Background: an optimization exercise with open tools, aiming at small area. Do not read the settings as production practice.
Only simulation tests tie the RTL to the original design; equivalence was not proved.
The clock port is modelled as an ideal driver, which makes a skipped or thinned clock tree look cheaper than it is; a real chip needs a root buffer or a tree.
Power and IR drop assume default switching activity.

JK:
## vga_sync_gen
module vga_sync_gen
(
input wire          CLK,
input wire          RST,
output wire         GEN_ACTIVE,
output wire  [23:0] GEN_RGB,
output wire  [10:0] GEN_HCNT,
output wire         GEN_HSYNC,
output wire         GEN_HSYNCP,
output wire  [10:0] GEN_VCNT,
output wire         GEN_VSYNC,
output wire         GEN_VSYNCP,
input wire   [10:0] V_FRONT_PORCH,
input wire   [10:0] V_SYNC,
input wire   [10:0] V_BACK_PORCH,
input wire   [10:0] V_ACTIVE,
input wire          V_SYNC_POL,
input wire   [10:0] H_FRONT_PORCH,
input wire   [10:0] H_SYNC,
input wire   [10:0] H_BACK_PORCH,
input wire   [10:0] H_ACTIVE,
input wire          H_SYNC_POL
);
reg   [1:0] ph_h;
reg   [1:0] ph_v;
reg         h_run;       
reg  [10:0] cnt_h;
reg  [10:0] cnt_v;
reg         active_h;    
reg         active_h2;   
reg         active_v;    
reg         active_v2;   
reg         sync_h;
reg         sync_v;
reg         sync_hp;
reg         sync_vp;
reg  [10:0] xa;          
reg  [10:0] ya;          
wire        h_sync  = (ph_h == 2'b01);
wire        h_bp    = (ph_h == 2'b11);
wire        h_act   = (ph_h == 2'b10);
wire        h_fp    = (ph_h == 2'b00);
wire        v_sync  = (ph_v == 2'b01);
wire        v_bp    = (ph_v == 2'b11);
wire        v_act   = (ph_v == 2'b10);
wire        v_fp    = (ph_v == 2'b00);
wire        h_last  = (cnt_h == 11'd1);
wire        v_last  = (cnt_v == 11'd1);
  ...
export LEC_CHECK = 0
export CAP_MARGIN = 20
export CORE_MARGIN = 2
export CORE_UTILIZATION = 40
export GPL_TIMING_DRIVEN = 0
export SLEW_MARGIN = 20
create_clock -name core_clock -period 5.0 [get_ports {CLK}]
standard.sh (not shown) runs the stock make flow with config.mk's settings and CLKGATE_MAP_FILE= SYNTH_SCRIPT=/design/flow/synth_recipe.tcl, a recipe that flattens the netlist after the stock synthesis.
==> flow/flow/run.sh <==
#!/bin/bash
# Layout flow: the standard ORFS flow (standard.sh) with these changes.
#  1. Synthesis is the standard flow's synthesis script (synth_recipe.tcl) with ABC's
#     mapping step tried with each area-oriented script flow/abc*.script,
#     keeping the smallest netlist (flow/area_synth.tcl), and without ORFS's
#     full/half-adder cell mapping, so ABC maps the adders too. The registers
#     and their names are those of the standard synthesis.
#  2. Port buffers are the smallest buffer, sky130_fd_sc_hd__buf_1.
#  3. The clock tree is built from small clock buffers, without dummy loads.
# Each tool's output goes to a log of its own in this folder (synth.log,
# standard.log) and to ORFS's logs under orfs/logs.
set -euo pipefail
W=$(pwd)
export AREA_ABC_SCRIPTS="$W/flow/abc1.script $W/flow/abc2.script $W/flow/abc3.script $W/flow/abc4.script"
export FLOW_SYNTH_TCL=$W/synth_recipe.tcl
export BUFFER_PORTS_ARGS="-buffer_cell sky130_fd_sc_hd__buf_1"
export CTS_ARGS="-sink_clustering_enable -repair_clock_nets -buf_list sky130_fd_sc_hd__clkbuf_4 -root_buf sky130_fd_sc_hd__clkbuf_4 -sink_clustering_size 20 -dont_use_dummy_load"

sed "s#SYNTH_SCRIPT=[^ ]*#SYNTH_SCRIPT=$W/flow/area_synth.tcl ADDER_MAP_FILE=#" standard.sh > area_synth.sh
bash area_synth.sh synth > synth.log 2>&1
bash standard.sh finish > standard.log 2>&1
Other scripts of this flow, unchanged in this note and not shown: flow/flow/abc1.script, flow/flow/abc2.script, flow/flow/abc3.script, flow/flow/abc4.script, flow/flow/area_synth.tcl
JK: no failed stages, no open violations at the end
--- input diff JK..MS ---
Settings: changing CORE_UTILIZATION from 40 to 65; removing GPL_TIMING_DRIVEN (formerly 0).
-- flow/flow/run.sh --
<<< JK, line 13
W=$(pwd)
export AREA_ABC_SCRIPTS="$W/flow/abc1.script $W/flow/abc2.script $W/flow/abc3.script $W/flow/abc4.script"
export FLOW_SYNTH_TCL=$W/synth_recipe.tcl
>>> MS, line 13
W=$(pwd)
export AREA_ABC_SCRIPTS="$W/flow/abc1.script $W/flow/abc2.script $W/flow/abc3.script $W/flow/abc4.script $W/flow/abc5.script $W/flow/abc6.script"
export FLOW_SYNTH_TCL=$W/synth_recipe.tcl
==> flow/flow/abc5.script (new file) <==
strash
&get -n
&deepsyn -T 30 -S 1
&put
dch -f
amap
strash
dch -f
amap
topo
==> flow/flow/abc6.script (new file) <==
strash
&get -n
&deepsyn -T 30 -S 2
&put
dch -f
amap
strash
dch -f
amap
topo
[summary]
- No stage failed in MS, and the final checks on the layout all came back clean.
- MS gives more power density normalized to cell area than JK did.
- Placeable core region (MS over JK): decrease, 0.0024 mm²
- Summary of MS over JK: sequential share of layout area comparable, number of non-clock buffers now larger, synthesis-to-finish area growth now smaller, total power comparable, met2 track utilization from global routing now larger.
- Die area: MS vs JK down 0.0027 mm²
- Higher final cell count among JK and MS: JK
- The final routed wirelength across all metal layers of MS is lower than that of JK.
Edits applied to the flow inputs when going from MS to AL:
Settings: CORE_UTILIZATION changed from 65 to 40.
-- flow/flow/run.sh --
<<< MS, line 13
W=$(pwd)
export AREA_ABC_SCRIPTS="$W/flow/abc1.script $W/flow/abc2.script $W/flow/abc3.script $W/flow/abc4.script $W/flow/abc5.script $W/flow/abc6.script"
export FLOW_SYNTH_TCL=$W/synth_recipe.tcl
export BUFFER_PORTS_ARGS="-buffer_cell sky130_fd_sc_hd__buf_1"
export CTS_ARGS="-sink_clustering_enable -repair_clock_nets -buf_list sky130_fd_sc_hd__clkbuf_4 -root_buf sky130_fd_sc_hd__clkbuf_4 -sink_clustering_size 20 -dont_use_dummy_load"

>>> AL, line 13
W=$(pwd)
export AREA_ABC_SCRIPTS="$W/flow/abc1.script $W/flow/abc2.script $W/flow/abc3.script $W/flow/abc4.script"
export FLOW_SYNTH_TCL=$W/synth_recipe.tcl
export BUFFER_PORTS_ARGS="-buffer_cell sky130_fd_sc_hd__buf_1"
export CTS_ARGS="-sink_clustering_enable -repair_clock_nets -buf_list sky130_fd_sc_hd__clkbuf_8 -root_buf sky130_fd_sc_hd__clkbuf_8 -sink_clustering_size 64 -sink_clustering_max_diameter 400 -dont_use_dummy_load"

removed: flow/flow/abc5.script
removed: flow/flow/abc6.script
--- outcome ---
- Looking at largest fanout on the critical path, AL sits above MS.
- AL vs. MS: setup slack went down by 0.056 ns.
- Looking only at largest voltage drop on the vdd net, and setting everything else aside, the lower value of MS and AL goes to AL.
- Of MS and AL, AL shows the lower utilization, with MS above it.
The inputs of TR differ from those of AL as listed below.
-- flow/flow/run.sh --
<<< AL, line 13
W=$(pwd)
export AREA_ABC_SCRIPTS="$W/flow/abc1.script $W/flow/abc2.script $W/flow/abc3.script $W/flow/abc4.script"
export FLOW_SYNTH_TCL=$W/synth_recipe.tcl
export BUFFER_PORTS_ARGS="-buffer_cell sky130_fd_sc_hd__buf_1"
export CTS_ARGS="-sink_clustering_enable -repair_clock_nets -buf_list sky130_fd_sc_hd__clkbuf_8 -root_buf sky130_fd_sc_hd__clkbuf_8 -sink_clustering_size 64 -sink_clustering_max_diameter 400 -dont_use_dummy_load"

>>> TR, line 13
W=$(pwd)
export AREA_ABC_SCRIPTS="$W/flow/abc1.script $W/flow/abc2.script $W/flow/abc3.script $W/flow/abc4.script $W/flow/abc5.script $W/flow/abc6.script"
export FLOW_SYNTH_TCL=$W/synth_recipe.tcl
export BUFFER_PORTS_ARGS="-buffer_cell sky130_fd_sc_hd__buf_1"
export CTS_ARGS="-sink_clustering_enable -repair_clock_nets -buf_list sky130_fd_sc_hd__clkbuf_4 -root_buf sky130_fd_sc_hd__clkbuf_4 -sink_clustering_size 20 -dont_use_dummy_load"

==> flow/flow/abc5.script (new file) <==
strash
&get -n
&deepsyn -T 30 -S 1
&put
dch -f
amap
strash
dch -f
amap
topo
==> flow/flow/abc6.script (new file) <==
strash
&get -n
&deepsyn -T 30 -S 2
&put
dch -f
amap
strash
dch -f
amap
topo
==> run notes <==
- Violation count after the first detailed-routing iteration ended up 5.7% higher on TR than on AL.
- Of TR and AL, it is TR that has the lower final design instance area without fill.
- When TR is measured against AL, its logic gate share of total power turns out 0.8 points higher.
- On number of I/O port buffers, TR tracks AL almost exactly.
- Measured against each other, AL and TR differ in internal power of the cells, the higher figure coming from AL.
- Re utilization: AL was higher than TR.
- Summary of TR over AL: clock period minus final worst setup slack now sits higher, final routed wire length divided by cell count shows a reduction of 0.35%, aggregate routed wire length shrank by about 0.35%, overall power after layout now smaller.

---

== run a ==
The RTL this note starts from:
==> flow/design.v <==
`timescale 1ns / 1ns
module vga_sync_gen
(
input wire          CLK,
input wire          RST,
output wire         GEN_ACTIVE,
output wire  [23:0] GEN_RGB,
output wire  [10:0] GEN_HCNT,
output wire         GEN_HSYNC,
output wire         GEN_HSYNCP,
output wire  [10:0] GEN_VCNT,
output wire         GEN_VSYNC,
output wire         GEN_VSYNCP,
input wire   [10:0] V_FRONT_PORCH,
input wire   [10:0] V_SYNC,
input wire   [10:0] V_BACK_PORCH,
input wire   [10:0] V_ACTIVE,
input wire          V_SYNC_POL,
input wire   [10:0] H_FRONT_PORCH,
input wire   [10:0] H_SYNC,
input wire   [10:0] H_BACK_PORCH,
input wire   [10:0] H_ACTIVE,
input wire          H_SYNC_POL
);
reg   [1:0] ph_h;
reg   [1:0] ph_v;
reg         h_run;       
reg  [10:0] cnt_h;
reg  [10:0] cnt_v;
reg         active_h;    
reg         active_h2;   
reg         active_v;    
reg         active_v2;   
reg         sync_h;
reg         sync_v;
reg         sync_hp;
reg         sync_vp;
reg  [10:0] xa;          
reg  [10:0] ya;          
wire        h_sync  = (ph_h == 2'b01);
wire        h_bp    = (ph_h == 2'b11);
wire        h_act   = (ph_h == 2'b10);
wire        h_fp    = (ph_h == 2'b00);
wire        v_sync  = (ph_v == 2'b01);
wire        v_bp    = (ph_v == 2'b11);
wire        v_act   = (ph_v == 2'b10);
wire        v_fp    = (ph_v == 2'b00);
wire        h_last  = (cnt_h == 11'd1);
wire        v_last  = (cnt_v == 11'd1);
wire        fsm_tic = h_fp & h_last & !active_h & h_run;
wire        v_next  = fsm_tic & v_last;
wire        cv_d    = active_h2 & !active_h;
always @(posedge CLK or posedge RST)
    if(RST) begin
        ph_h  <= 2'b00;
        h_run <= 1'b0;
    end else begin
        h_run <= 1'b1;
        if(h_last) ph_h <= {ph_h[0], !ph_h[1]};
    end
always @(posedge CLK or posedge RST)
    if(RST)             ph_v  <= 2'b00;
    else if(v_next)     ph_v  <= {ph_v[0], !ph_v[1]};
wire [10:0] h_dec = cnt_h - 11'd1;
always @(posedge CLK or posedge RST)
    if(RST) cnt_h <= 11'd1;
    else cnt_h <= h_dec
           | ({11{h_fp   & h_last}} & H_SYNC)
           | ({11{h_sync & h_last}} & H_BACK_PORCH)
           | ({11{h_bp   & h_last}} & H_ACTIVE)
           | ({11{h_act  & h_last}} & H_FRONT_PORCH);
wire [10:0] v_dec = cnt_v - {10'd0, fsm_tic};
always @(posedge CLK or posedge RST)
    if(RST) cnt_v <= 11'd1;
    else cnt_v <= v_dec
           | ({11{fsm_tic & v_fp   & v_last}} & V_SYNC)
           | ({11{fsm_tic & v_sync & v_last}} & V_BACK_PORCH)
           | ({11{fsm_tic & v_bp   & v_last}} & V_ACTIVE)
           | ({11{fsm_tic & v_act  & v_last}} & V_FRONT_PORCH);
always @(posedge CLK or posedge RST)
    if(RST) begin
        active_h  <= 1'b0;
        active_h2 <= 1'b0;
        active_v  <= 1'b0;
        active_v2 <= 1'b0;
        sync_h    <= 1'b0;
        sync_v    <= 1'b0;
        sync_hp   <= 1'b0;
        sync_vp   <= 1'b0;
    end else begin
        active_h  <= h_act;
        active_h2 <= active_h;
        active_v  <= v_act;
        active_v2 <= active_v;
        sync_h    <= h_sync;
        sync_v    <= v_sync;
        sync_hp   <= h_sync ~^ H_SYNC_POL;
        sync_vp   <= v_sync ~^ V_SYNC_POL;
    end
wire [10:0] cnt_ha = (xa + 11'd1) & {11{active_h2}};
wire [10:0] cnt_va = (ya + {10'd0, cv_d}) & {11{active_v2}};
always @(posedge CLK) begin
    xa <= cnt_ha;
    ya <= cnt_va;
end
wire  [7:0] test_y = xa[7:0];
wire        white  = h_run & ((xa[3:0] == 4'd0) | (ya[3:0] == 4'd0));
wire        sel_r  = h_run & !ya[5];
wire        sel_g  = h_run & !ya[4];
wire        sel_b  = h_run & (ya[5] ~^ ya[4]);
assign GEN_ACTIVE  = active_h & active_v;
assign GEN_RGB     = {{8{white}} | ({8{sel_r}} & test_y),
                      {8{white}} | ({8{sel_g}} & test_y),
                      {8{white}} | ({8{sel_b}} & test_y)};
assign GEN_HCNT    = cnt_ha;
assign GEN_VCNT    = cnt_va;
assign GEN_HSYNC   = sync_h;
assign GEN_VSYNC   = sync_v;
assign GEN_HSYNCP  = sync_hp;
assign GEN_VSYNCP  = sync_vp;
endmodule
==> flow/config.mk <==
export PLATFORM = sky130hd
export DESIGN_NAME = vga_sync_gen
export DESIGN_NICKNAME = vga_sync_gen
export VERILOG_FILES = /design/flow/design.v
export SDC_FILE = /design/flow/constraint.sdc
export NUM_CORES = 4
export LEC_CHECK = 0
export CAP_MARGIN = 0
export CORE_MARGIN = 2
export CORE_UTILIZATION = 40
export GPL_TIMING_DRIVEN = 0
export SLEW_MARGIN = 0
==> flow/constraint.sdc <==
create_clock -name core_clock -period 5.0 [get_ports {CLK}]
set_input_delay 1.0000 -clock core_clock [delete_from_list [all_inputs] [get_ports {CLK}]]
set_output_delay 1.0000 -clock core_clock [all_outputs]
set_load 0.01 [all_outputs]
==> flow/flow/run.sh <==
#!/bin/bash
# Layout flow: the standard ORFS flow (standard.sh) with these changes.
#  1. Synthesis is the standard flow's synthesis script (synth_recipe.tcl) with ABC's
#     mapping step tried with each area-oriented script flow/abc*.script,
#     keeping the smallest netlist (flow/area_synth.tcl), and without ORFS's
#     full/half-adder cell mapping, so ABC maps the adders too. The registers
#     and their names are those of the standard synthesis.
#  2. Port buffers are the smallest buffer, sky130_fd_sc_hd__buf_1.
#  3. The clock reaches the registers through a two-level buffer tree built
#     by flow/clock_tree.tcl (run before CTS in place of TritonCTS): four
#     leaf clock buffers, each at the centre of a quarter of the registers,
#     and one root buffer on the CLK port.
# Each tool's output goes to a log of its own in this folder (synth.log,
# standard.log) and to ORFS's logs under orfs/logs.
set -euo pipefail
W=$(pwd)
export AREA_ABC_SCRIPTS="$W/flow/abc1.script $W/flow/abc2.script $W/flow/abc3.script $W/flow/abc4.script"
export FLOW_SYNTH_TCL=$W/synth_recipe.tcl
export BUFFER_PORTS_ARGS="-buffer_cell sky130_fd_sc_hd__buf_1"
export PRE_CTS_TCL=$W/flow/clock_tree.tcl
export CLOCK_LEAVES=4
export CLOCK_LEAF_CELL=sky130_fd_sc_hd__clkbuf_8
export CLOCK_ROOT_CELL=sky130_fd_sc_hd__clkbuf_2

sed "s#SYNTH_SCRIPT=[^ ]*#SYNTH_SCRIPT=$W/flow/area_synth.tcl ADDER_MAP_FILE=#" standard.sh > area_synth.sh
bash area_synth.sh synth > synth.log 2>&1
bash standard.sh finish > standard.log 2>&1
Other scripts of this flow, unchanged in this note and not shown: flow/flow/abc1.script, flow/flow/abc2.script, flow/flow/abc3.script, flow/flow/abc4.script, flow/flow/area_synth.tcl, flow/flow/clock_tree.tcl
Input-level comparison between run b and run a:
# run a
export LEC_CHECK = 0
export CAP_MARGIN = 0
export CORE_MARGIN = 2
export CORE_UTILIZATION = 40
export GPL_TIMING_DRIVEN = 0
export SLEW_MARGIN = 0
create_clock -name core_clock -period 5.0 [get_ports {CLK}]
# run b
export LEC_CHECK = 0
export CAP_MARGIN = 0
export CORE_MARGIN = 2
export CORE_UTILIZATION = 60
export GPL_TIMING_DRIVEN = 0
export SLEW_MARGIN = 0
create_clock -name core_clock -period 5.0 [get_ports {CLK}]
Run b reached the end of the flow, and the finished layout is clean on the timing, DRC and antenna checks. Delta (run b minus run a): relative max-transition margin -2.2 points, final core utilization +26 points, via count of the first global-routing pass +about 2%. Number of placed instances with taps included (higher): run a. Between run a and run b, combinational fraction of design power increased. Measured against run b, the filler cell count in the final layout of run a comes out at 1.9 times the reference value. Per the comparison of run b with run a, post-synthesis instance area shows no meaningful change; leakage power now sits higher. Changes observed in run b relative to run a: setup slack now smaller; power density over the cells now larger; cell-internal power now larger.
No run of this note takes its clock network from TritonCTS; it comes from the design's own scripts or RTL.

[separate check: timing with driven ports]
No port has a modelled driver above. Below, the same layouts with a new extraction and two added sets of constraints.
Step 1 assumes that a clkbuf_16 drives the clock port and a buf_2 every other input.
Step 2 times the ports against the registers' clock, not the clock port: input delays grow and output delays shrink by t, the midpoint of the rising clock arrivals with the driver on.
Three values: ideal ports, drivers, drivers and shift; two values: the first two.
| run | t (ns) | slack for setup (ns) | hold slack, ns | worst register clock-pin slew, ns | cell pins on the clock port's net |
|---|---|---|---|---|---|
| JK | 0.410 | 0.596 / 0.596 / 0.596 | 0.371 / 0.371 / 0.371 | 0.11 / 0.11 | 1 |
| MS | 0.396 | 1.179 / 1.179 / 1.179 | 0.369 / 0.369 / 0.369 | 0.10 / 0.10 | 1 |
| AL | 0.347 | 1.123 / 1.123 / 1.123 | 0.371 / 0.371 / 0.371 | 0.07 / 0.07 | 1 |
| TR | 0.393 | 1.080 / 1.080 / 1.080 | 0.372 / 0.372 / 0.372 | 0.09 / 0.09 | 1 |
| run a | 0.427 | 0.670 / 0.670 / 0.670 | 0.383 / 0.383 / 0.383 | 0.09 / 0.09 | 1 |
| run b | 0.411 | 0.645 / 0.645 / 0.645 | 0.390 / 0.390 / 0.390 | 0.10 / 0.10 | 1 |
After both steps setup and hold are still met in every run listed.
